Context: an optimization exercise on an open-source flow, tuned for small area. The choices shown serve that exercise and are no tape-out recipe.
At most, simulation tests tie the RTL to the original design; equivalence was not proved.
The RTL of run 6 was laid out without a check of its function.
No activity file was given, so power comes from the tool's default toggle rates.

## flow/design.v

```verilog
module rw_solve_1clk
 #(parameter DATA1_LEN = 20, DATA2_LEN = 20, QUEUE_LEN = 64, LOC_WIDTH = 6, OTHER_INFO = 42)
(
    input clk,
    input rst_n,
    input valid_insert,
    input [DATA1_LEN-1:0] data1,
    input [DATA2_LEN-1:0] data2,
    input [OTHER_INFO-1:0] other_info,
    input valid_delete,
    input [LOC_WIDTH-1:0] del_loc_in,
    output reg valid_out,
    output reg [DATA1_LEN-1:0] data1_out,
    output reg [DATA2_LEN-1:0] data2_out,
    output reg [OTHER_INFO-1:0] other_info_out,
    output reg insert_success,
    output reg [LOC_WIDTH-1:0] insert_loc
);
reg [DATA1_LEN-1:0] key1 [0:QUEUE_LEN-1];
reg [DATA2_LEN-1:0] key2 [0:QUEUE_LEN-1];
reg [QUEUE_LEN-1:0] live;
reg [LOC_WIDTH-1:0] head;
reg [LOC_WIDTH:0]   fresh;
reg [LOC_WIDTH-1:0] lhead;
reg [LOC_WIDTH-1:0] ltail;
reg                 lnonempty;
wire fresh_av = ~fresh[LOC_WIDTH];
wire [QUEUE_LEN-1:0] conflict;
wire [QUEUE_LEN-1:0] sel_head;
wire [QUEUE_LEN-1:0] sel_tail;
wire [QUEUE_LEN-1:0] sel_del;
wire grant = valid_insert & ~|conflict;
wire pop = grant & ~fresh_av;
wire lsingle = (lhead == ltail);
wire link_wr = valid_delete & lnonempty;
wire [LOC_WIDTH-1:0] lnext = key1[lhead][LOC_WIDTH-1:0];
genvar gi;
generate
    for (gi = 0; gi < QUEUE_LEN; gi = gi + 1) begin: slot
        assign sel_head[gi] = (head == gi);
        assign sel_tail[gi] = (ltail == gi);
        assign sel_del[gi]  = valid_delete && (del_loc_in == gi);
        assign conflict[gi] = live[gi] && !sel_del[gi] &&
                              ((key1[gi] == data1) || (key2[gi] == data2));
        always @(posedge clk) begin
            if (sel_head[gi]) begin
                key1[gi] <= data1;
                key2[gi] <= data2;
            end else if (link_wr && sel_tail[gi]) begin
                key1[gi][LOC_WIDTH-1:0] <= del_loc_in;
            end
        end
    end
endgenerate
always @(posedge clk) begin
    if (rst_n == 0) begin
        live <= 0;
        head <= 0;
        fresh <= 1;
        lnonempty <= 0;
    end else begin
        live <= (live & ~sel_del) | (sel_head & {QUEUE_LEN{grant}});
        if (grant) begin
            if (fresh_av) begin
                head <= fresh[LOC_WIDTH-1:0];
                fresh <= fresh + 1'b1;
            end else begin
                head <= lhead;
            end
        end
        if (valid_delete) begin
            ltail <= del_loc_in;
            lnonempty <= 1'b1;
            if (!lnonempty || (pop && lsingle))
                lhead <= del_loc_in;
            else if (pop)
                lhead <= lnext;
        end else if (pop) begin
            if (lsingle)
                lnonempty <= 1'b0;
            else
                lhead <= lnext;
        end
    end
end
always @(posedge clk) begin
    valid_out <= rst_n & valid_insert;
    insert_success <= rst_n & grant;
    data1_out <= data1;
    data2_out <= data2;
    other_info_out <= other_info;
    insert_loc <= head;
end
endmodule
```

## flow/run.sh

```bash
#!/bin/bash
# synth_recipe.tcl (not shown) runs the flow's synth.tcl, then flattens the netlist and writes it again
# the make line also repeats each setting of config.mk as NAME=value (left out here)
make -C /OpenROAD-flow-scripts/flow DESIGN_CONFIG=/design/flow/config.mk WORK_HOME=/design/flow/orfs CLKGATE_MAP_FILE= SYNTH_SCRIPT=/design/flow/synth_recipe.tcl finish
```

## flow/config.mk

```make
export PLATFORM = sky130hd
export DESIGN_NAME = rw_solve_1clk
export DESIGN_NICKNAME = rw_solve_1clk
export VERILOG_FILES = /design/flow/design.v
export SDC_FILE = /design/flow/constraint.sdc
export NUM_CORES = 4
export LEC_CHECK = 0
export CAP_MARGIN = 20
export CORE_MARGIN = 2
export CORE_UTILIZATION = 55
export CTS_BUF_LIST = sky130_fd_sc_hd__clkbuf_4 sky130_fd_sc_hd__clkbuf_8
export CTS_CLUSTER_DIAMETER = 50
export CTS_CLUSTER_SIZE = 30
export PLACE_DENSITY = 0.65
export SLEW_MARGIN = 20
```

## flow/constraint.sdc

```tcl
create_clock -name core_clock -period 10.0 [get_ports {clk}]
set_input_delay 2.0000 -clock core_clock [delete_from_list [all_inputs] [get_ports {clk}]]
set_output_delay 2.0000 -clock core_clock [all_outputs]
set_load 0.01 [all_outputs]
```

==> metrics.yaml, run 1 <==
status: "no timing/DRC/antenna violations"
synth_nets: 8841
async_flop_share: 0
grt_setup_unrepaired: "false"
antenna_found_initial: 26
syn_to_final_growth_pct: 10.2
p_leak_uw: 0.0417
drtIter0Drc: 10700
port_buffers: 181
synth.area.mux_share: 0.0154
finalSetupViolCount: 0
finalSetupTns_ps: 0
worst_pin_slew_ps: 1340
wire_per_inst_um: 33.9
root_buffer: "clkbuf_8"
critPathLaunchType: "input port"
coreArea_um2: 220000
layout_common_cells: "edfxtp_1, xnor2_1, nand2_1"
gr-total-overflow: 0
cts_setup_buffers: 0
clock_path_buffers: 4
die_area_um2: 225000
cp-end-kind: "register"
cpLargestDelayFamily: "simple AND/OR/NAND/NOR gates"
power.density_nw_per_um2: 168
grt_pass1_wl_um: 572000
insertion_delay_ps: 1100
initial_utilization: 0.554
via_per_inst: 6.28
place.gp.congestion: 1.09
peakVddDrop_uv: 150
nets: 9099
fin_util: 0.610
cp_num_buf_inv: 3
ys_types: 55
arrival_ps: 7960
netlist_area_um2: 122000
yosys_warnings: 3
fmax_ghz: 0.138
drt-total-wl_um: 414000
layout_commonest_cell: "edfxtp_1"
die_w_um: 474
slowest_stage: "o21ai_0"
synth_top_family_by_area: "XOR/XNOR gates"
syn_inst: 8748
skew_ps: 81.6
maxCapViolCount: 0
synth-seq-area-share: 0.662
ant_nets: 0
post-dp-hpwl_um: 277000
route.detailed.drc: 0
grt_usage: 0.364
synth_seq_cells: 2740
cts_resized: 0
synth_adder_area_share: 0.000103
boundaryPins: 182
cts_hold_buf: 0
rows: 172
cpPeakStageDelay_ps: 890
path_class: "input port to register"
via_count: 76500
cts-htree-levels: 5
fin_crit_sh: 0.727
grt_max_degree: 97
crit_chain: "clkdlybuf4s50_1 > buf_4 > nand3b_1 > buf_4 > o21ai_0 > or4_1 > o22ai_1 > or4_4 > nor4_4 > and3_4 > nand2_1 > o311ai_1"
drive_above_1_share: 0.115
clkSinkCount: 2740
synthXorXnorAreaFrac: 0.185
cp_max_fo: 46
period_minus_slack_ps: 7270
synth_compound_area_frac: 0.0139
hp-class: "register to register"
path_clk_slew_ps: 80
dieHeight_um: 474
grt_pass1_vias: 71900
dr.pass1.iters: 7
cts_buffers: 285
slew_headroom: 0.108
finalHoldViolations: 0
synth-edff-count: 2572
cp_common_cell: "buf_4"
cp.required_ps: 10690
cts_tree: "built"
synth_area_per_cell_um2: 13.9
synthFlopType: "edfxtp_1"
synth-simple-area-share: 0.101
maxSlewViolCount: 0
-- through the flow --
stage                     std cells  cell area [um^2]  setup WS, ps  hold WS (ps)  power [uW]
after floorplan                8748            122000          4880           329       14000
after global placement        11700            128000          1750           482       14800
after detailed placement      11700            128000          1640           497       14800
after CTS                     12200            134000          2770           507       22600
after global routing          12200            134000          2760           526       23200
final                         12200            134000          2730           510       22600
-- final timing paths --
kind	start	end	depth (start not counted)	slack, ps
setup / recovery	valid_delete	lhead[2]$_DFFE_PP_	12	2730
hold reg to reg	live[58]$_SDFF_PN0_	live[58]$_SDFF_PN0_	2	510
setup reg to reg	lhead[1]$_DFFE_PP_	lhead[2]$_DFFE_PP_	10	4960
hold / removal	live[58]$_SDFF_PN0_	live[58]$_SDFF_PN0_	2	510
-- power by group --
part / switching [uW] / internal, uW / leakage (uW)
sequential: 79.5 / 12600 / 0.0246
combinational: 1240 / 601 / 0.0141
clock: 4420 / 3580 / 0.00307
-- cell families after synthesis --
group | Yosys count
flops | 2740
xor+xnor | 2566
simple gates | 2418
buf+inv | 564
compound gates | 291
mux | 168
fa+ha+maj | 1
-- worst reg2reg max path: stages, from the launching register on --
cell and delay, ps:
edfxtp_1 1040, and4b_1 330, buf_4 240, nand3_1 300, nand4_1 380, nor4_1 1040
nand4_1 740, mux2i_1 410, a21oi_1 70, a21oi_1 140, nand3_1 100
-- synthesized netlist by cell type (7+ instances only) --
cell | count | area [um^2]
nand2_1 | 789 | 2960
mux2i_1 | 17 | 170
nor3_1 | 57 | 285
nor2_1 | 133 | 499
dfxtp_1 | 168 | 3360
o21ai_0 | 88 | 440
a22oi_1 | 39 | 293
nor2b_1 | 12 | 75.1
xnor2_1 | 1900 | 16600
xor2_1 | 666 | 5830
a21oi_1 | 79 | 395
buf_4 | 94 | 706
or4_1 | 13 | 97.6
o22ai_1 | 41 | 257
mux2_2 | 150 | 1690
buf_2 | 210 | 1050
edfxtp_1 | 2572 | 77200
nor4_1 | 247 | 1550
nand4_1 | 605 | 3780
nand2b_1 | 12 | 75.1
clkinv_1 | 39 | 146
clkbuf_1 | 211 | 792
o21ai_1 | 9 | 45.0
a31oi_1 | 8 | 50.1
and3_1 | 12 | 75.1
nand3_1 | 488 | 2440
o21a_1 | 7 | 52.6
-- registers in the layout, summed over array words and instances, names as in the netlist, 7 cells and up --
signal / flops
key1: 1280
other_info_out: 42
data1_out: 20
live: 64
data2_out: 20
key2: 1280
fresh: 7
-- cell type report --
type	count	area (um^2)
clock buffers	315	4210
diodes	16	40.0
well taps	2958	3700
clock inverters	177	1970
flip-flops and latches	2740	80600
inverters	43	163
fillers	17200	85800
multi-input cells	5444	38800
repair buffers	492	4660
-- metal layers --
metal,up-vias,GRT usage,wire length (um)
met1,39200,0.521,171000
met2,4233,0.519,176000
met4,22,0.170,22900
met3,971,0.0940,43700
li1,32100,-,-
met5,-,0.00779,376
==> inputs of run 2 (changes only) <==
--- a/flow/design.v
+++ b/flow/design.v
@@ -24,16 +24,17 @@
 reg [LOC_WIDTH-1:0] lhead;
 reg [LOC_WIDTH-1:0] ltail;
 reg                 lnonempty;
+reg                 hlinked;
 wire fresh_av = ~fresh[LOC_WIDTH];
 wire [QUEUE_LEN-1:0] conflict;
 wire [QUEUE_LEN-1:0] sel_head;
 wire [QUEUE_LEN-1:0] sel_tail;
 wire [QUEUE_LEN-1:0] sel_del;
+wire [LOC_WIDTH-1:0] link_bits [0:QUEUE_LEN];
 wire grant = valid_insert & ~|conflict;
-wire pop = grant & ~fresh_av;
-wire lsingle = (lhead == ltail);
-wire link_wr = valid_delete & lnonempty;
-wire [LOC_WIDTH-1:0] lnext = key1[lhead][LOC_WIDTH-1:0];
+wire link_wr = valid_delete & (hlinked | lnonempty);
+wire [LOC_WIDTH-1:0] head_link = link_bits[QUEUE_LEN];
+assign link_bits[0] = {LOC_WIDTH{1'b0}};
 genvar gi;
 generate
     for (gi = 0; gi < QUEUE_LEN; gi = gi + 1) begin: slot
@@ -42,13 +43,18 @@
         assign sel_del[gi]  = valid_delete && (del_loc_in == gi);
         assign conflict[gi] = live[gi] && !sel_del[gi] &&
                               ((key1[gi] == data1) || (key2[gi] == data2));
+        assign link_bits[gi+1] = link_bits[gi] |
+                                 (key1[gi][LOC_WIDTH-1:0] & {LOC_WIDTH{sel_head[gi]}});
+        wire wr_link = link_wr && sel_tail[gi];
+        wire wr_key = sel_head[gi] && grant;
         always @(posedge clk) begin
             if (sel_head[gi]) begin
-                key1[gi] <= data1;
+                key1[gi][DATA1_LEN-1:LOC_WIDTH] <= data1[DATA1_LEN-1:LOC_WIDTH];
                 key2[gi] <= data2;
-            end else if (link_wr && sel_tail[gi]) begin
-                key1[gi][LOC_WIDTH-1:0] <= del_loc_in;
             end
+            if (wr_link || wr_key)
+                key1[gi][LOC_WIDTH-1:0] <= (del_loc_in & {LOC_WIDTH{wr_link}}) |
+                                           (data1[LOC_WIDTH-1:0] & {LOC_WIDTH{wr_key}});
         end
     end
 endgenerate
@@ -58,28 +64,26 @@
         head <= 0;
         fresh <= 1;
         lnonempty <= 0;
+        hlinked <= 0;
     end else begin
         live <= (live & ~sel_del) | (sel_head & {QUEUE_LEN{grant}});
         if (grant) begin
             if (fresh_av) begin
                 head <= fresh[LOC_WIDTH-1:0];
                 fresh <= fresh + 1'b1;
+            end else if (!hlinked) begin
+                head <= lhead;
+                hlinked <= 1'b1;
             end else begin
-                head <= lhead;
+                head <= head_link;
             end
         end
         if (valid_delete) begin
             ltail <= del_loc_in;
-            lnonempty <= 1'b1;
-            if (!lnonempty || (pop && lsingle))
+            if (!hlinked && !lnonempty) begin
                 lhead <= del_loc_in;
-            else if (pop)
-                lhead <= lnext;
-        end else if (pop) begin
-            if (lsingle)
-                lnonempty <= 1'b0;
-            else
-                lhead <= lnext;
+                lnonempty <= 1'b1;
+            end
         end
     end
 end
==> flow/config.mk (replaced) <==
export PLATFORM = sky130hd
export DESIGN_NAME = rw_solve_1clk
export DESIGN_NICKNAME = rw_solve_1clk
export VERILOG_FILES = /design/flow/design.v
export SDC_FILE = /design/flow/constraint.sdc
export NUM_CORES = 4
export LEC_CHECK = 0
export CAP_MARGIN = 20
export CORE_MARGIN = 2
export CORE_UTILIZATION = 70
export CTS_BUF_LIST = sky130_fd_sc_hd__clkbuf_16
export CTS_CLUSTER_DIAMETER = 80
export CTS_CLUSTER_SIZE = 30
export PLACE_DENSITY = 0.8
export SLEW_MARGIN = 20
==> run 2 against run 1 <==
  * Largest cell class unchanged
  * Clock power fell by 19%
  * Worst setup slack got worse by 660 ps
  * Still clean
  * Sequential share of layout area rose by 2.1 points
  * Via count fell by 1.2%
  * Non-clock buffer count fell by 15
==> metrics.yaml, run 2 <==
grt_pass1_wl_um: 545000
synth_top_area_frac: 0.642
p_seq_frac: 0.607
route.detailed.drc: 0
arrival_ps: 8620
drtIter0Drc: 14400
wire_per_inst_um: 37.6
power.density_nw_per_um2: 161
cts_hold_buf: 0
ant_nets: 0
slew_headroom: 0.169
grt_max_degree: 153
antenna_found_initial: 38
cpPeakStageDelay_ps: 1190
port_buffers: 181
clock_path_buffers: 3
finalHoldViolations: 0
cp_common_cell: "buf_4"
wl_met2_um: 172000
dr.pass1.iters: 10
path_clk_slew_ps: 100
slowest_stage: "o21ai_0"
netlist_area_um2: 120000
synth_nets: 8123
yosysMostFrequentCell: "edfxtp_1"
skew_ps: 51.3
synth_area_per_cell_um2: 15.0
rr_endpoint: "key1[18][2]$_DFFE_PP_"
status: "no timing/DRC/antenna violations"
drt-total-wl_um: 392000
boundaryPins: 182
hold_end: "live[17]$_SDFF_PN0_"
min_from: "live[17]$_SDFF_PN0_"
combPwrFrac: 0.081
rr_startpoint: "key2[20][1]$_DFFE_PN_"
maxSlewViolCount: 0
die_area_um2: 175000
synth_area_leader_cell: "edfxtp_1"
nets: 8177
path_class: "input port to register"
clockPowerShare: 0.312
rows: 152
cts_resized: 0
maxCapViolCount: 0
dieHeight_um: 419
highest_layer: "met5"
swShare: 0.237
gr-total-overflow: 0
hp-class: "register to register"
async_flop_share: 0
yosys_warnings: 3
grt_setup_unrepaired: "false"
p_int_uw: 15900
syn_inst: 8030
met3WireLength_um: 56400
wl_met1_um: 137000
synthFlopType: "edfxtp_1"
rr_worst_depth: 12
post-dp-hpwl_um: 262000
layout_common_cells: "edfxtp_1, xnor2_1, xor2_1"
syn_to_final_growth_pct: 7.68
holdPathStages: 2
crit_chain: "buf_4 > buf_4 > nand4b_1 > o21ai_0 > or4_1 > o22ai_1 > or4_1 > nor4_2 > nand4_1 > buf_4 > nor2_4 > buf_12 > buf_4 > a32o_1"
drive_above_1_share: 0.0768
synth_seq_cells: 2741
synth_area_leaders: "edfxtp_1, xnor2_1, xor2_1, a32o_1, dfxtp_1"
p_sw_uw: 4950
fin_crit_sh: 0.792
cp_max_fo: 152
peakVddDrop_uv: 225
cts_buffers: 130
p_leak_uw: 0.0389
fmax_ghz: 0.126
r2r_setup_slack_ps: 4800
cts-htree-levels: 4
cp-end-kind: "register"
total_power_uw: 20900
root_buffer: "clkbuf_16"
synth-edff-count: 2572
cp.required_ps: 10700
via_per_inst: 7.25
grt_usage: 0.446
via_count: 75600
place.gp.congestion: 1.10
coreArea_um2: 171000
insertion_delay_ps: 860
cts_tree: "built"
critPathLaunchType: "input port"
initial_utilization: 0.703
setup_ws_ps: 2080
ys_types: 69
layout_commonest_cell: "edfxtp_1"
yosys-top-cells-count: "edfxtp_1, xnor2_1, xor2_1, nand4_1, a32o_1"
period_minus_slack_ps: 7920
clkSinkCount: 2741
reg_top3: "key1: 1280 flops, key2: 1280 flops, live: 64 flops"
cts_setup_buffers: 0
fin_util: 0.757
worst_pin_slew_ps: 1230
finalSetupViolCount: 0
dpl_worst_slack_ps: 1840
die_w_um: 419
grt_pass1_vias: 71600
synth-seq-area-share: 0.670
finalSetupTns_ps: 0
run 2: worst max-delay path, delay by kind of cell:
kind / cells / cell delay [ps]
and+or+nand+nor: 6 / 2420
buffers and inverters: 5 / 2200
AOI/OAI and AO/OA: 3 / 1630
run 2: power groups by stage:
stage / clock network (uW) / registers, uW / logic (uW)
2_1_floorplan: 0 / 12900 / 906
3_3_place_gp: 0 / 12900 / 1570
3_5_place_dp: 0 / 12900 / 1620
4_1_cts: 6480 / 12700 / 1630
5_1_grt: 6830 / 12700 / 1730
6_report: 6510 / 12700 / 1680
run 2: cells by family (layout without fill, tap and decap cells):
logic type / count (synthesis) / count (layout) / share of synthesized area
AND/OR/NAND/NOR: 1291 / 1291 / 0.0613
adder cells (fa/ha/maj): 1 / 1 / 0.000104
XOR/XNOR: 2560 / 2560 / 0.186
multiplexers: 3 / 3 / 0.000260
AO/OA/AOI/OAI: 874 / 874 / 0.0597
buffers and inverters: 560 / 712 / 0.0229
other: 0 / 10 / 0
flip-flops: 2741 / 2741 / 0.670
run 2: metrics by stage:
step / area (um^2) / hold WS, ps / std cells
6_report: 130000 / 518 / 10400
5_1_grt: 130000 / 548 / 10400
4_1_cts: 130000 / 513 / 10400
3_5_place_dp: 125000 / 497 / 10200
3_3_place_gp: 125000 / 501 / 10200
2_1_floorplan: 120000 / 329 / 8030
run 2: worst max-delay path by stage:
stage,slack (ps),startpoint,cells past startpoint,endpoint
floorplan,4810,del_loc_in[0],12,key1[60][0]$_DFFE_PP_
global placement,1970,del_loc_in[3],14,key1[36][4]$_DFFE_PP_
detailed placement,1840,del_loc_in[3],14,key1[36][2]$_DFFE_PP_
CTS,2720,del_loc_in[3],14,key1[18][2]$_DFFE_PP_
global route,2300,del_loc_in[3],14,key1[18][2]$_DFFE_PP_
finish,2080,del_loc_in[3],14,key1[18][2]$_DFFE_PP_
run 2: layout make-up:
type,instances,area [um^2]
sequential,2741,80600
multi-input combinational,4729,37400
timing repair buffer,477,4480
antenna,10,25.0
fill,9733,41500
inverter,5,18.8
clock inverter,93,927
tap,2233,2790
clock buffer,137,3430
run 2: layer usage:
metal / GRT usage / up-vias
met5: 0 / -
met4: 0.240 / 32
met3: 0.128 / 1141
met2: 0.657 / 6167
met1: 0.607 / 38000
li1: - / 30200
==> inputs of run 3 (changes only) <==
--- a/flow/design.v
+++ b/flow/design.v
@@ -47,14 +47,15 @@
                                  (key1[gi][LOC_WIDTH-1:0] & {LOC_WIDTH{sel_head[gi]}});
         wire wr_link = link_wr && sel_tail[gi];
         wire wr_key = sel_head[gi] && grant;
+        wire keep_low = !(wr_link || wr_key);
         always @(posedge clk) begin
-            if (sel_head[gi]) begin
-                key1[gi][DATA1_LEN-1:LOC_WIDTH] <= data1[DATA1_LEN-1:LOC_WIDTH];
-                key2[gi] <= data2;
-            end
-            if (wr_link || wr_key)
-                key1[gi][LOC_WIDTH-1:0] <= (del_loc_in & {LOC_WIDTH{wr_link}}) |
-                                           (data1[LOC_WIDTH-1:0] & {LOC_WIDTH{wr_key}});
+            key1[gi][DATA1_LEN-1:LOC_WIDTH] <=
+                (data1[DATA1_LEN-1:LOC_WIDTH] & {(DATA1_LEN-LOC_WIDTH){sel_head[gi]}}) |
+                (key1[gi][DATA1_LEN-1:LOC_WIDTH] & {(DATA1_LEN-LOC_WIDTH){live[gi]}});
+            key2[gi] <= (data2 & {DATA2_LEN{sel_head[gi]}}) | (key2[gi] & {DATA2_LEN{live[gi]}});
+            key1[gi][LOC_WIDTH-1:0] <= (del_loc_in & {LOC_WIDTH{wr_link}}) |
+                                       (data1[LOC_WIDTH-1:0] & {LOC_WIDTH{wr_key}}) |
+                                       (key1[gi][LOC_WIDTH-1:0] & {LOC_WIDTH{keep_low}});
         end
     end
 endgenerate
==> flow/flow/run.sh (new file) <==
#!/bin/bash
# The standard layout (standard.sh) with three changes:
# - synthesis maps the logic with an area-oriented ABC script
#   (flow/abc_area.script) in place of ORFS's delay-oriented abc_speed.script;
#   the Yosys passes, register mapping and names are the standard synthesis's;
# - port buffering uses the smallest buffer, sky130_fd_sc_hd__buf_1 (every
#   input and output port still gets its own buffer);
# - CTS inserts no dummy loads.
set -euo pipefail
W="$(pwd)"
rm -rf "$W/scripts_area"
cp -r "$FLOW_HOME/scripts" "$W/scripts_area"
cp "$W/flow/abc_area.script" "$W/scripts_area/abc_speed.script"
bash "$W/standard.sh" SCRIPTS_DIR="$W/scripts_area" synth > "$W/synth.log" 2>&1
bash "$W/standard.sh" \
  "BUFFER_PORTS_ARGS=-buffer_cell sky130_fd_sc_hd__buf_1" \
  "CTS_ARGS=-sink_clustering_enable -repair_clock_nets -dont_use_dummy_load -sink_clustering_size 30 -sink_clustering_max_diameter 80 -buf_list sky130_fd_sc_hd__clkbuf_16" \
  > "$W/layout.log" 2>&1
==> flow/flow/abc_area.script (new file) <==
&get -n
&st
&dch
&nf -a
&st
&syn2
&dch
&nf -a
&st
&dch
&nf -a
&put
==> flow/standard.sh (new file) <==
#!/bin/bash
# synth_recipe.tcl (not shown) runs the flow's synth.tcl, then flattens the netlist and writes it again
# the make line also repeats each setting of config.mk as NAME=value (left out here)
make -C /OpenROAD-flow-scripts/flow DESIGN_CONFIG=/design/flow/config.mk WORK_HOME=/design/flow/orfs CLKGATE_MAP_FILE= SYNTH_SCRIPT=/design/flow/synth_recipe.tcl "${@:-finish}"
--- a/flow/config.mk
+++ b/flow/config.mk
@@ -7,9 +7,9 @@
 export LEC_CHECK = 0
 export CAP_MARGIN = 20
 export CORE_MARGIN = 2
-export CORE_UTILIZATION = 70
+export CORE_UTILIZATION = 50
 export CTS_BUF_LIST = sky130_fd_sc_hd__clkbuf_16
 export CTS_CLUSTER_DIAMETER = 80
 export CTS_CLUSTER_SIZE = 30
-export PLACE_DENSITY = 0.8
+export PLACE_DENSITY = 0.6
 export SLEW_MARGIN = 20
removed: flow/run.sh
==> run 3 against run 2 <==
  * Count of clock-buffer cells in the layout did not move
  * Sequential share of layout area decreased by 18 points
  * Clock power down 6.9%
  * Synthesized area fell by 6.0%
  * Die area is 31% higher
  * Combinational power grew 46%
  * Register-to-register slack got worse by 420 ps
  * Critical path depth shrank 1
  * Routed wire length grew 48%
  * Power shrank 1.8%
==> metrics.yaml, run 3 <==
p_leak_uw: 0.0416
layout.cells.non_filler: 16500
place.gp.congestion: 1.13
cts_tree: "built"
yosys-top-cells-count: "dfxtp_1, nand2_1, o21ai_0, xnor2_1, xor2_1"
crit_start: "del_loc_in[2]"
finalSetupViolCount: 0
boundaryPins: 182
rr_startpoint: "head[3]$_SDFFE_PN0P_"
p_sw_uw: 6020
path_clk_slew_ps: 90
dp.cells: 16400
initial_utilization: 0.503
grt_pass1_wl_um: 792000
async_flop_share: 0
grt_pass1_vias: 102000
cts_resized: 0
route.detailed.drc: 0
synth_seq_cells: 2741
synth-edff-count: 12
via_per_inst: 6.68
synth-seq-area-share: 0.486
status: "no timing/DRC/antenna violations"
grt_max_degree: 64
clock_path_buffers: 3
grt_setup_unrepaired: "false"
synth_area_leaders: "dfxtp_1, o21ai_0, xnor2_1, nand2_1, xor2_1"
layout_common_cells: "dfxtp_1, nand2_1, o21ai_0"
power.density_nw_per_um2: 163
arrival_ps: 7650
fmax_ghz: 0.143
die_w_um: 480
maxCapViolCount: 0
drive_above_1_share: 0.0555
swShare: 0.294
via_count: 110000
cts_hold_buf: 0
finalSetupTns_ps: 0
period_minus_slack_ps: 7020
yosys_warnings: 3
clockPowerShare: 0.296
grtUsageMet1: 0.608
syn_to_final_growth_pct: 11.0
path_class: "input port to register"
cts_setup_buffers: 0
cts-htree-levels: 4
post-dp-hpwl_um: 414000
p_int_uw: 14500
skew_ps: 131
die_area_um2: 230000
synth_top_area_frac: 0.483
drt-total-wl_um: 579000
wire_per_inst_um: 35.1
busiest_layer: "met2"
netlist_area_um2: 113000
cts_buffers: 137
yosysMostFrequentCell: "dfxtp_1"
worst_pin_slew_ps: 1310
fin_util: 0.559
reg_top3: "key1: 1280 flops, key2: 1280 flops, live: 64 flops"
synth_area_per_cell_um2: 8.89
total_power_uw: 20500
drtIter0Drc: 16200
ant_nets: 0
grt_usage: 0.485
antenna_found_initial: 75
synth_nets: 12800
layout_commonest_cell: "dfxtp_1"
ys_types: 56
combPwrFrac: 0.120
critPathLaunchType: "input port"
slew_headroom: 0.127
synthFlopType: "dfxtp_1"
clkSinkCount: 2741
dr.pass1.iters: 8
rr_worst_depth: 14
p_seq_frac: 0.584
root_buffer: "clkbuf_16"
use_met2: 0.703
port_buffers: 181
hp-class: "register to register"
cp.required_ps: 10630
maxSlewViolCount: 0
grt_use_met3: 0.144
syn_inst: 12700
min_from: "key1[53][13]$_DFF_P_"
fin_crit_sh: 0.702
finalHoldViolations: 0
holdPathStages: 2
insertion_delay_ps: 880
peakVddDrop_uv: 168
synth_area_leader_cell: "dfxtp_1"
rows: 174
nets: 13600
coreArea_um2: 225000
gr-total-overflow: 0
cp-end-kind: "register"
cp_max_fo: 25
dieHeight_um: 480
## run 3: changes by cell type after synthesis, moves of 123 or more
cell,delta
nand2_1,+2618
a22oi_1,-131
a32o_1,-384
nand3_1,+123
o21ai_0,+2224
clkbuf_1,-210
dfxtp_1,+2560
edfxtp_1,-2560
xor2_1,+134
buf_2,-252
o221ai_1,+460
xnor2_1,-646
nand4_1,-214
clkinv_1,+511
## run 3: final timing paths
check	slack, ps	end
max	2980	key1[58][1]$_DFF_P_
min	470	key1[53][13]$_DFF_P_
max reg2reg	4380	head[4]$_SDFFE_PN0P_
min reg2reg	470	key1[53][13]$_DFF_P_
## run 3: critical path, stage by stage
cell and delay [ps]:
buf_2 350, buf_4 500, nor2b_1 380, nand3_1 780
o21ai_0 810, a21oi_1 310, nor4_1 260, nand3_1 190
nor4_4 400, buf_4 490, nand3_1 400, o21ai_0 450
o221ai_1 240
## run 3: per-layer routing
metal	routed length, um	vias up
met5	377	-
met1	213000	53600
met2	238000	8149
met4	51900	42
li1	-	46600
met3	76200	2102
## run 3: power by group through the flow
stage                     sequential, uW  clock (uW)  combinational [uW]
after floorplan                    11700           0                1070
after global placement             12200           0                2280
after detailed placement           12200           0                2310
after CTS                          11900        6030                2330
after global routing               11900        6390                2480
final                              12000        6060                2450
## run 3: kinds of logic after synthesis
family                     share of synthesized area
AOI/OAI and AO/OA                              0.189
xor gates and xnor gates                       0.159
adders and majority gates                   0.000111
buffers and inverters                         0.0169
DFF                                            0.486
and+or+nand+nor                                0.150
## run 3: layout make-up
type,instances,area [um^2]
timing repair buffer,639,4960
antenna,29,72.6
sequential,2741,55000
tap,2992,3740
fill,20200,99200
clock buffer,137,3430
inverter,511,2000
multi-input combinational,9476,56400
## run 3: per-stage QoR
step	hold slack, ps	worst slack, ps	instance area [um^2]
5_1_grt	497	3200	126000
2_1_floorplan	415	197	113000
6_report	474	2980	126000
4_1_cts	475	3390	125000
3_3_place_gp	446	2700	122000
3_5_place_dp	453	2540	122000
==> inputs of run 4 (changes only) <==
--- a/flow/design.v
+++ b/flow/design.v
@@ -16,7 +16,7 @@
     output reg insert_success,
     output reg [LOC_WIDTH-1:0] insert_loc
 );
-reg [DATA1_LEN-1:0] key1 [0:QUEUE_LEN-1];
+reg [DATA1_LEN-1:0] key1 [0:QUEUE_LEN-1];  
 reg [DATA2_LEN-1:0] key2 [0:QUEUE_LEN-1];
 reg [QUEUE_LEN-1:0] live;
 reg [LOC_WIDTH-1:0] head;
@@ -42,9 +42,10 @@
         assign sel_tail[gi] = (ltail == gi);
         assign sel_del[gi]  = valid_delete && (del_loc_in == gi);
         assign conflict[gi] = live[gi] && !sel_del[gi] &&
-                              ((key1[gi] == data1) || (key2[gi] == data2));
+                              ((key1[gi] == {data1[DATA1_LEN-1:LOC_WIDTH], ~data1[LOC_WIDTH-1:0]}) ||
+                               (key2[gi] == data2));
         assign link_bits[gi+1] = link_bits[gi] |
-                                 (key1[gi][LOC_WIDTH-1:0] & {LOC_WIDTH{sel_head[gi]}});
+                                 (~key1[gi][LOC_WIDTH-1:0] & {LOC_WIDTH{sel_head[gi]}});
         wire wr_link = link_wr && sel_tail[gi];
         wire wr_key = sel_head[gi] && grant;
         wire keep_low = !(wr_link || wr_key);
@@ -53,8 +54,8 @@
                 (data1[DATA1_LEN-1:LOC_WIDTH] & {(DATA1_LEN-LOC_WIDTH){sel_head[gi]}}) |
                 (key1[gi][DATA1_LEN-1:LOC_WIDTH] & {(DATA1_LEN-LOC_WIDTH){live[gi]}});
             key2[gi] <= (data2 & {DATA2_LEN{sel_head[gi]}}) | (key2[gi] & {DATA2_LEN{live[gi]}});
-            key1[gi][LOC_WIDTH-1:0] <= (del_loc_in & {LOC_WIDTH{wr_link}}) |
-                                       (data1[LOC_WIDTH-1:0] & {LOC_WIDTH{wr_key}}) |
+            key1[gi][LOC_WIDTH-1:0] <= (~del_loc_in & {LOC_WIDTH{wr_link}}) |
+                                       (~data1[LOC_WIDTH-1:0] & {LOC_WIDTH{wr_key}}) |
                                        (key1[gi][LOC_WIDTH-1:0] & {LOC_WIDTH{keep_low}});
         end
     end
--- a/flow/config.mk
+++ b/flow/config.mk
@@ -7,9 +7,9 @@
 export LEC_CHECK = 0
 export CAP_MARGIN = 20
 export CORE_MARGIN = 2
-export CORE_UTILIZATION = 50
+export CORE_UTILIZATION = 60
 export CTS_BUF_LIST = sky130_fd_sc_hd__clkbuf_16
 export CTS_CLUSTER_DIAMETER = 80
 export CTS_CLUSTER_SIZE = 30
-export PLACE_DENSITY = 0.6
+export PLACE_DENSITY = 0.7
 export SLEW_MARGIN = 20
==> run 4 against run 3 <==
  * Non-clock buffer count decreased by 80
  * Worst setup slack got worse by 910 ps
  * Critical path type unchanged
  * Die area decreased by 17%
  * Synthesized area decreased by 0.53%
  * Largest power group unchanged
  * Count of clock-buffer cells in the layout decreased by 5
==> metrics.yaml, run 4 <==
critPathLaunchType: "input port"
worst_pin_slew_ps: 1420
dpl_worst_slack_ps: 2050
wire_per_inst_um: 32.7
dieHeight_um: 437
status: "no timing/DRC/antenna violations"
yosysMostFrequentCell: "dfxtp_1"
insertion_delay_ps: 870
rr_startpoint: "live[21]$_SDFF_PN0_"
root_buffer: "clkbuf_16"
n_fill_cell: 14900
maxSlewViolCount: 0
cp_num_buf_inv: 2
grt_max_degree: 137
synth_top_area_frac: 0.485
power.density_nw_per_um2: 158
skew_ps: 106
timing.hold.ws_ps: 474
cts-htree-levels: 4
cts_resized: 0
drive_above_1_share: 0.0492
route.detailed.drc: 0
rr_worst_depth: 10
via_count: 109000
synth_area_per_cell_um2: 9.16
place.gp.congestion: 1.14
ys_types: 51
synth_area_leader_cell: "dfxtp_1"
die_area_um2: 191000
drt-total-wl_um: 506000
maxCapViolCount: 0
synth_seq_cells: 2741
gr-total-overflow: 0
dr.pass1.iters: 7
clock_path_buffers: 3
drtIter0Drc: 16100
cts_setup_buffers: 0
hp-class: "register to register"
netlist_area_um2: 113000
yosys_warnings: 3
coreArea_um2: 186000
path_clk_slew_ps: 90
layout_common_cells: "dfxtp_1, nand2_1, o21ai_0"
grt_usage: 0.509
layout_commonest_cell: "dfxtp_1"
fin_crit_sh: 0.793
cp-end-kind: "register"
reg_top3: "key1: 1280 flops, key2: 1280 flops, live: 64 flops"
peakVddDrop_uv: 181
finalSetupTns_ps: 0
holdPathStages: 2
rows: 158
clkSinkCount: 2741
grt_setup_unrepaired: "false"
yosys-top-cells-count: "dfxtp_1, nand2_1, o21ai_0, xnor2_1, xor2_1"
slowest_stage: "o21ai_0"
grt_pass1_wl_um: 717000
synth_area_leaders: "dfxtp_1, o21ai_0, xnor2_1, nand2_1, xor2_1"
finalHoldViolations: 0
hold_end: "key1[47][16]$_DFF_P_"
grt_pass1_vias: 103000
synth-edff-count: 12
r2r_setup_slack_ps: 4380
setup_ws_ps: 2070
slew_headroom: 0.0562
arrival_ps: 8590
crit_chain: "clkbuf_4 > nor2b_1 > nand3_1 > o21ai_0 > a21oi_1 > nor4_1 > o2111ai_1 > or4_1 > or2_4 > buf_12 > o211ai_1 > o221ai_1"
cpPeakStageDelay_ps: 1020
ant_nets: 0
cpLargestDelayFamily: "simple AND/OR/NAND/NOR gates"
post-dp-hpwl_um: 345000
initial_utilization: 0.606
synthFlopType: "dfxtp_1"
syn_inst: 12300
min_from: "key1[47][16]$_DFF_P_"
async_flop_share: 0
cts_hold_buf: 0
period_minus_slack_ps: 7930
syn_to_final_growth_pct: 9.59
antenna_found_initial: 43
boundaryPins: 182
path_class: "input port to register"
synth-seq-area-share: 0.489
crit_start: "del_loc_in[2]"
cp.required_ps: 10660
cts_buffers: 132
rr_endpoint: "key1[20][1]$_DFF_P_"
fmax_ghz: 0.126
cts_tree: "built"
cp_max_fo: 136
nets: 13100
die_w_um: 437
port_buffers: 181
finalSetupViolCount: 0
via_per_inst: 7.07
synth_nets: 12400
p_leak_uw: 0.0413
-- run 4: tightest hold or removal path: stages, from the launching register on --
cell and delay (ps):
dfxtp_1 340, nand2_1 50, o21ai_0 50
-- run 4: per-layer routing --
metal | GRT usage | wire [um]
met2 | 0.731 | 206000
met3 | 0.158 | 73700
met4 | 0.388 | 47300
met1 | 0.638 | 179000
met5 | 0 | 202
-- run 4: stage by stage --
step,util,area [um^2],cells,power (uW)
6_report,0.664,123000,15500,19500
5_1_grt,0.664,123000,15500,19800
4_1_cts,0.664,123000,15500,19300
3_5_place_dp,0.646,120000,15300,13700
3_3_place_gp,0.646,120000,15300,13700
2_1_floorplan,-,113000,12300,12500
-- run 4: cell type report --
| cell class | instances | area [um^2] | share of cell area |
|---|---|---|---|
| multi-input cells | 9414 | 57300 | 0.464 |
| flip-flops and latches | 2741 | 55000 | 0.446 |
| repair buffers | 559 | 4100 | 0.0332 |
| clock buffers | 132 | 3300 | 0.0268 |
| well taps | 2480 | 3100 | 0.0252 |
| inverters | 128 | 552 | 0.00447 |
| diodes | 16 | 40.0 | 0.000325 |
-- run 4: kinds of logic (layout without fill, tap and decap cells) --
| group | Yosys count | in the layout | share of synthesized area |
|---|---|---|---|
| adders and majority gates | 1 | 1 | 0.000111 |
| xor gates and xnor gates | 2027 | 2027 | 0.158 |
| DFF | 2741 | 2741 | 0.489 |
| and+or+nand+nor | 3516 | 3516 | 0.138 |
| AOI/OAI and AO/OA | 3870 | 3870 | 0.211 |
| other | 0 | 16 | 0 |
| buffers and inverters | 128 | 819 | 0.00427 |
-- run 4: how the worst max path moves through the flow --
stage | end | slack [ps] | cells after the start
2_1_floorplan | head[0]$_SDFFE_PN0P_ | 870 | 11
4_1_cts | key1[33][1]$_DFF_P_ | 2880 | 12
3_3_place_gp | key1[61][3]$_DFF_P_ | 1760 | 14
5_1_grt | key1[37][0]$_DFF_P_ | 2440 | 12
3_5_place_dp | key1[37][0]$_DFF_P_ | 2050 | 12
6_report | key1[20][1]$_DFF_P_ | 2070 | 12
-- run 4: report_power, final --
part,switching [uW],total [uW],internal (uW)
logic,1440,2080,639
registers,410,11600,11100
clock network,3520,5890,2370
==> inputs of run 5 (changes only) <==
--- a/flow/config.mk
+++ b/flow/config.mk
@@ -7,9 +7,9 @@
 export LEC_CHECK = 0
 export CAP_MARGIN = 20
 export CORE_MARGIN = 2
-export CORE_UTILIZATION = 60
+export CORE_UTILIZATION = 66
 export CTS_BUF_LIST = sky130_fd_sc_hd__clkbuf_16
 export CTS_CLUSTER_DIAMETER = 80
 export CTS_CLUSTER_SIZE = 30
-export PLACE_DENSITY = 0.7
+export PLACE_DENSITY = 0.76
 export SLEW_MARGIN = 20
==> run 5 against run 4 <==
  * Clock power fell by 0.7%
  * Synthesized area unchanged
  * Non-clock buffer count decreased by 11
  * First-iteration DRC count is 19% higher
  * Register-to-register slack better by 180 ps
  * Via count rose by 1.5%
  * Power decreased by 0.26%
==> metrics.yaml, run 5 <==
drive_above_1_share: 0.0480
cp.required_ps: 10690
clock_path_buffers: 3
fmax_ghz: 0.129
port_buffers: 181
async_flop_share: 0
grt_pass1_vias: 104000
rr_endpoint: "key1[23][1]$_DFF_P_"
peakVddDrop_uv: 184
critPathLaunchType: "input port"
design_area_um2: 123000
status: "no timing/DRC/antenna violations"
cpPeakStageDelay_ps: 950
place_area_um2: 120000
cp_max_fo: 192
grt_setup_unrepaired: "false"
layout_commonest_cell: "dfxtp_1"
antenna_found_initial: 48
cts-htree-levels: 4
finalHoldViolations: 0
ant_nets: 0
maxSlewViolCount: 0
gr-total-overflow: 0
post-dp-hpwl_um: 330000
fin_crit_sh: 0.776
drt-total-wl_um: 490000
clkSinkCount: 2741
worst_pin_slew_ps: 1400
cts_tree: "built"
synth-seq-area-share: 0.489
skew_ps: 92.3
total_power_uw: 19500
synth_area_per_cell_um2: 9.16
cts_hold_buf: 0
r2r_setup_slack_ps: 4560
synth_area_leader_cell: "dfxtp_1"
path_clk_slew_ps: 100
dieHeight_um: 417
arrival_ps: 8450
route.detailed.drc: 0
path_class: "input port to register"
place.gp.congestion: 1.18
wire_per_inst_um: 32.2
initial_utilization: 0.664
slowest_stage: "a2111oi_0"
synthFlopType: "dfxtp_1"
boundaryPins: 182
synth_area_leaders: "dfxtp_1, o21ai_0, xnor2_1, nand2_1, xor2_1"
grt_usage: 0.543
cts_resized: 0
dr.pass1.iters: 12
cts_buffers: 132
synth_seq_cells: 2741
cts_setup_buffers: 0
fin_util: 0.726
syn_to_final_growth_pct: 9.24
yosysMostFrequentCell: "dfxtp_1"
root_buffer: "clkbuf_16"
reg_top3: "key1: 1280 flops, key2: 1280 flops, live: 64 flops"
p_leak_uw: 0.0412
grt_pass1_wl_um: 700000
synth_top_area_frac: 0.485
yosys-top-cells-count: "dfxtp_1, nand2_1, o21ai_0, xnor2_1, xor2_1"
grt_max_degree: 193
coreArea_um2: 169000
period_minus_slack_ps: 7760
cp-end-kind: "register"
finalSetupViolCount: 0
rows: 151
slew_headroom: 0.0647
timing.hold.ws_ps: 474
insertion_delay_ps: 880
die_area_um2: 174000
ys_types: 51
min_from: "key2[5][18]$_DFF_P_"
synth-edff-count: 12
rr_startpoint: "key1[5][9]$_DFF_P_"
drtIter0Drc: 19300
hp-class: "register to register"
netlist_area_um2: 113000
die_w_um: 417
cp_num_buf_inv: 5
yosys_warnings: 3
maxCapViolCount: 0
nets: 13100
hold_end: "key2[5][18]$_DFF_P_"
via_per_inst: 7.30
crit_chain: "clkbuf_4 > clkinv_2 > buf_4 > o22ai_1 > nor4_1 > nand4_1 > o21ai_0 > a2111oi_0 > buf_4 > nand4_1 > or4_1 > or2_4 > buf_12 > o211ai_1 > o221ai_1"
synth_nets: 12400
syn_inst: 12300
via_count: 111000
power.density_nw_per_um2: 158
rr_worst_depth: 13
finalSetupTns_ps: 0
cpLargestDelayFamily: "buffers and inverters"
holdPathStages: 2
layout_common_cells: "dfxtp_1, nand2_1, o21ai_0"
[run 5: cell counts after synthesis]
Identical to the previous run, type by type.
[run 5: logic make-up after synthesis]
family                     count (synthesis)  synth area share
adders and majority gates                  1          0.000111
xor gates and xnor gates                2027             0.158
AOI/OAI and AO/OA                       3870             0.211
buffers and inverters                    128           0.00427
and+or+nand+nor                         3516             0.138
DFF                                     2741             0.489
[run 5: area by class of cell]
cell class                 count  area [um^2]
antenna                       30         75.1
clock buffer                 132         3300
fill                       12400        46500
inverter                     128          547
multi-input combinational   9414        57200
sequential                  2741        55000
tap                         2218         2780
timing repair buffer         548         4030
[run 5: how the worst max path moves through the flow]
stage               slack [ps]          start                    to  cells past startpoint
floorplan                  870       data2[8]  head[0]$_SDFFE_PN0P_                     11
global placement          1550  del_loc_in[4]   key1[43][3]$_DFF_P_                     13
detailed placement        2180      data1[13]   key1[61][2]$_DFF_P_                     15
CTS                       3010      data1[13]   key1[52][0]$_DFF_P_                     15
global route              2590      data1[13]   key1[23][1]$_DFF_P_                     15
finish                    2240      data1[13]   key1[23][1]$_DFF_P_                     15
[run 5: layer usage]
layer  share of wire  vias to the layer above  GRT usage  wire, um
met5         0.00060                        -          0       296
met4            0.11                       44      0.456     51900
met3            0.16                     2966      0.194     77900
met2            0.40                     9514      0.767    194000
met1            0.34                    52500      0.660    166000
li1                -                    46100          -         -
[run 5: where the power goes]
| part | internal, uW | switching, uW | total (uW) |
|---|---|---|---|
| Combinational | 640 | 1440 | 2080 |
| Clock | 2370 | 3470 | 5850 |
| Sequential | 11100 | 407 | 11500 |
[run 5: through the flow]
stage | instances | worst slack, ps
4_1_cts | 15200 | 3010
3_3_place_gp | 15000 | 1550
6_report | 15200 | 2240
3_5_place_dp | 15000 | 2180
5_1_grt | 15200 | 2590
2_1_floorplan | 12300 | 873
[run 5: tightest hold or removal path, stage by stage, from the launching register on]
cell and delay [ps]:
dfxtp_1 340, nand2_1 50, o21ai_0 50
==> inputs of run 6 (changes only) <==
==> flow/design.v (replaced) <==
module rw_solve_1clk
 #(parameter DATA1_LEN = 20, DATA2_LEN = 20, QUEUE_LEN = 64, LOC_WIDTH = 6, OTHER_INFO = 42)
(
    input clk,
    input rst_n,
    input valid_insert,
    input [DATA1_LEN-1:0] data1,
    input [DATA2_LEN-1:0] data2,
    input [OTHER_INFO-1:0] other_info,
    input valid_delete,
    input [LOC_WIDTH-1:0] del_loc_in,
    output reg valid_out,
    output reg [DATA1_LEN-1:0] data1_out,
    output reg [DATA2_LEN-1:0] data2_out,
    output reg [OTHER_INFO-1:0] other_info_out,
    output reg insert_success,
    output reg [LOC_WIDTH-1:0] insert_loc
);
reg [LOC_WIDTH-1:0] empty_loc_queue[QUEUE_LEN-1:0];
reg [LOC_WIDTH-1:0] start_idx;
reg [LOC_WIDTH-1:0] end_idx;
reg [DATA1_LEN-1:0] data1_array[QUEUE_LEN-1:0];
reg [DATA2_LEN-1:0] data2_array[QUEUE_LEN-1:0]; 
reg [1:0] tag_array[QUEUE_LEN-1:0]; 
reg [LOC_WIDTH-1:0] last_loc;
reg [QUEUE_LEN-1:0] match_signal; 
localparam TAG_UNVALID = 2'b00;
localparam TAG_READY = 2'b01;
localparam TAG_VALID = 2'b11;
integer i;
genvar gen_i;
generate
    for (gen_i = 0; gen_i < QUEUE_LEN; gen_i = gen_i + 1) begin: match_module
        always @(*) begin
            match_signal[gen_i] = ( (data1_array[gen_i] == data1) || (data2_array[gen_i] == data2) ) && ( (tag_array[gen_i] == TAG_READY) || (tag_array[gen_i] == TAG_VALID) ) && ( gen_i != last_loc ) && ~(gen_i == del_loc_in && valid_delete) ;  
        end
    end
endgenerate
always @(posedge clk) begin
    if (rst_n == 0) begin
        for (i=0; i < QUEUE_LEN; i = i+1) begin
            empty_loc_queue[i] <= i;
        end
        start_idx <= 0;
        end_idx <= QUEUE_LEN-1;
        last_loc <= 0;
        for (i=0; i < QUEUE_LEN; i = i+1) begin
            data1_array[i] <= 0;
            data2_array[i] <= 0;
            tag_array[i] <= TAG_UNVALID;
        end
        valid_out <= 0; data1_out <= 0; data2_out <= 0; other_info_out <= 0;
        insert_success <= 0; insert_loc <= 0;
    end else begin
        if (valid_insert) begin
            valid_out <= 1;
            data1_out <= data1;
            data2_out <= data2;
            other_info_out <= other_info;
        end else begin
            valid_out <= 0; data1_out <= 0; data2_out <= 0; other_info_out <= 0;
        end
        if (valid_insert && (match_signal == 0) ) begin
            data1_array[last_loc] <= data1;
            data2_array[last_loc] <= data2;
            tag_array[last_loc] <= TAG_VALID;
            insert_success <= 1;
            insert_loc <= last_loc;
            start_idx <= start_idx + 1;
            last_loc <= empty_loc_queue[start_idx + 1'b1];
        end else begin
            insert_success <= 0;
            insert_loc <= 0;
            tag_array[last_loc] <= TAG_UNVALID;
        end
        if (valid_delete) begin
            data1_array[del_loc_in] <= 0;
            data2_array[del_loc_in] <= 0;
            tag_array[del_loc_in] <= TAG_UNVALID;
            end_idx <= end_idx + 1;
            empty_loc_queue[end_idx + 1'b1] <= del_loc_in;
        end
    end
end
endmodule
==> flow/run.sh (new file) <==
#!/bin/bash
# synth_recipe.tcl (not shown) runs the flow's synth.tcl, then flattens the netlist and writes it again
# the make line also repeats each setting of config.mk as NAME=value (left out here)
make -C /OpenROAD-flow-scripts/flow DESIGN_CONFIG=/design/flow/config.mk WORK_HOME=/design/flow/orfs CLKGATE_MAP_FILE= SYNTH_SCRIPT=/design/flow/synth_recipe.tcl finish
==> flow/config.mk (replaced) <==
export PLATFORM = sky130hd
export DESIGN_NAME = rw_solve_1clk
export DESIGN_NICKNAME = rw_solve_1clk
export VERILOG_FILES = /design/flow/design.v
export SDC_FILE = /design/flow/constraint.sdc
export NUM_CORES = 4
export LEC_CHECK = 0
export CAP_MARGIN = 20
export CORE_MARGIN = 2
export CORE_UTILIZATION = 30
export PLACE_DENSITY = 0.5
export SLEW_MARGIN = 20
removed: flow/flow/run.sh
removed: flow/flow/abc_area.script
removed: flow/standard.sh
==> run 6 against run 5 <==
  * Sequential power grew 11%
  * Largest cell class unchanged
  * Count of clock-buffer cells in the layout grew 388
  * Clock power grew 130%
  * Cell count grew 65%
  * Critical endpoint is now insert_loc[0]$_SDFF_PP0_
  * Synthesized cell count grew 51%
  * Worst setup slack lost 180 ps
  * Flip-flop and latch count grew 375
  * Sequential share of layout area shrank 8.8 points
  * Worst hold slack lost 4.6 ps
  * Register-to-register slack lost 1300 ps
  * Critical path depth shrank 2
==> metrics.yaml, run 6 <==
synth_top_family_by_area: "simple AND/OR/NAND/NOR gates"
design_area_um2: 185000
synth_area_leader_cell: "dfxtp_1"
regArea_um2: 66200
n_fill_cell: 56300
cts_resized: 0
grt_setup_unrepaired: "false"
initial_utilization: 0.301
peakVddDrop_uv: 130
maxSlewViolCount: 0
drtIter0Drc: 15600
finalHoldViolations: 0
synth_area_leaders: "dfxtp_1, xnor2_1, mux2i_1, nand3_1, edfxtp_1"
syn_inst: 18500
rows: 273
wire_per_inst_um: 24.3
cp-end-kind: "register"
crit_start: "del_loc_in[1]"
grt_usage: 0.206
async_flop_share: 0
die_w_um: 749
synth.area.mux_share: 0.128
fin_crit_sh: 0.795
synth_adder_area_share: 0.000150
rr_startpoint: "last_loc[4]$_SDFFE_PN0P_"
worst_pin_slew_ps: 1320
synth_seq_cells: 3116
place.gp.congestion: 0.887
post-dp-hpwl_um: 373000
reg_top3: "data1_array: 1280 flops, data2_array: 1280 flops, empty_loc_queue: 384 flops"
ant_nets: 0
dieHeight_um: 749
synth-edff-count: 384
power.density_nw_per_um2: 158
grt_pass1_wl_um: 888000
period_minus_slack_ps: 7950
via_count: 136000
ys_types: 72
die_area_um2: 562000
via_per_inst: 5.40
synthXorXnorAreaFrac: 0.135
p_leak_uw: 0.0598
cts_setup_buffers: 0
finalSetupTns_ps: 0
hp-class: "register to register"
layout_commonest_cell: "dfxtp_1"
port_buffers: 181
fmax_ghz: 0.126
finalSetupViolCount: 0
antenna_found_initial: 36
grt_pass1_vias: 127000
cp_num_buf_inv: 4
synth-seq-area-share: 0.397
yosys-top-cells-count: "dfxtp_1, nand3_1, xnor2_1, nand2_1, mux2i_1"
clkSinkCount: 3116
route.detailed.drc: 0
layout_common_cells: "dfxtp_1, nand3_1, xnor2_1"
setup_ws_ps: 2050
syn_to_final_growth_pct: 10.7
synth_area_per_cell_um2: 8.99
cpLargestDelayFamily: "simple AND/OR/NAND/NOR gates"
synthFlopType: "dfxtp_1"
skew_ps: 86.5
synth_nets: 18600
dr.pass1.iters: 6
path_clk_slew_ps: 60
gr-total-overflow: 0
slew_headroom: 0.119
cts_hold_buf: 0
path_class: "input port to register"
cp_common_cell: "buf_4"
cpPeakStageDelay_ps: 1350
root_buffer: "clkbuf_16"
drive_above_1_share: 0.0838
slowest_stage: "o221ai_1"
yosysMostFrequentCell: "dfxtp_1"
netlist_area_um2: 167000
coreArea_um2: 553000
status: "no timing/DRC/antenna violations"
arrival_ps: 8810
cts-htree-levels: 5
yosys_warnings: 1
synth_compound_area_frac: 0.0634
synth-simple-area-share: 0.211
min_from: "tag_array[17][0]$_SDFFE_PP0P_"
cts_buffers: 353
cp.required_ps: 10860
boundaryPins: 182
drt-total-wl_um: 609000
multi_input_area_um2: 89800
maxCapViolCount: 0
nets: 17600
place_area_um2: 173000
dpl_worst_slack_ps: 1480
critPathLaunchType: "input port"
cp_max_fo: 62
synth_top_area_frac: 0.328
clock_path_buffers: 4
grt_max_degree: 192
insertion_delay_ps: 1030
cts_tree: "built"
crit_chain: "clkdlybuf4s50_1 > buf_4 > nand4bb_1 > o221ai_1 > nor3_1 > nand4_1 > o21ai_1 > nor4_4 > buf_4 > nand3_4 > buf_12 > nor3_2 > and2_1"
-- run 6: logic make-up after synthesis --
| family | count (synthesis) |
|---|---|
| buffers and inverters | 2134 |
| adder cells (fa/ha/maj) | 2 |
| multiplexers | 1968 |
| XOR/XNOR | 2571 |
| AO/OA/AOI/OAI | 1773 |
| flip-flops | 3116 |
| AND/OR/NAND/NOR | 6969 |
-- run 6: path summary, 6_finish.rpt --
check,to,slack (ps),cells after the start
worst max-delay path,insert_loc[0]$_SDFF_PP0_,2050,13
worst min-delay path,tag_array[17][0]$_SDFFE_PP0P_,470,2
worst max register to register,insert_loc[0]$_SDFF_PP0_,3300,11
worst min register to register,tag_array[17][0]$_SDFFE_PP0P_,470,2
-- run 6: tightest hold or removal path, delay by kind of cell, from the launching register on --
family / cells / cell delay (ps)
flops: 1 / 310
compound gates: 1 / 50
simple gates: 1 / 60
-- run 6: per-layer routing --
metal	share of wire	global-route usage	vias up	routed length, um
li1	-	-	62700	-
met1	0.47	0.300	67700	284000
met2	0.43	0.314	4324	263000
met3	0.070	0.0318	836	42900
met4	0.031	0.0581	8	19000
met5	0.000075	0	-	46
-- run 6: final cells by class --
| type | count | share of cell area |
|---|---|---|
| clock inverters | 103 | 0.00724 |
| well taps | 7287 | 0.0494 |
| multi-input cells | 13300 | 0.487 |
| diodes | 9 | 0.000122 |
| repair buffers | 783 | 0.0416 |
| inverters | 7 | 0.000169 |
| clock buffers | 520 | 0.0561 |
| flip-flops and latches | 3116 | 0.359 |
-- run 6: stage by stage --
stage,total power [uW],utilization,instances,hold slack (ps)
3_3_place_gp,15900,0.312,24500,449
6_report,29200,0.334,25100,469
3_5_place_dp,15900,0.312,24500,448
5_1_grt,30000,0.334,25100,486
4_1_cts,29400,0.334,25100,460
2_1_floorplan,14800,-,18500,429
-- run 6: where the power goes --
| group | switching, uW | internal (uW) | leakage (uW) | total, uW |
|---|---|---|---|---|
| clock network | 5770 | 7740 | 0.00575 | 13500 |
| registers | 68.8 | 12800 | 0.0253 | 12800 |
| logic | 1960 | 863 | 0.0288 | 2820 |
| total | 7800 | 21400 | 0.0598 | 29200 |

afterwards: timing with drivers on the ports:
No port has a modelled driver above. Below, the same layouts with a new extraction and two added sets of constraints.
Step 1 sets driving cells, clkbuf_16 on the clock port and buf_2 on the other inputs (assumed; they add their load-dependent delay and slew).
Step 2 moves the port delays by t, midway between the first and last clock arrival at a register: inputs arrive t later, outputs are due t later. That takes back most of the time a late clock gives input paths.
Slacks: no drivers / after step 1 / after step 2; pairs: no drivers / after step 1.
run	t, ns	setup slack, ns	worst setup path at the end
run 1	1.158	2.734 / 2.749 / 1.591	input to register
run 2	0.928	2.079 / 2.050 / 1.121	input to register
run 3	0.919	2.985 / 3.069 / 2.150	input to register
run 4	0.915	2.071 / 2.139 / 1.223	input to register
run 5	0.925	2.239 / 2.309 / 1.383	input to register
run 6	1.094	2.055 / 2.131 / 1.037	input to register
After both steps setup and hold are still met in every run listed. For run 1, which loses most, drivers alone change the setup slack by +0.015 ns; drivers and shift together by -1.143 ns.
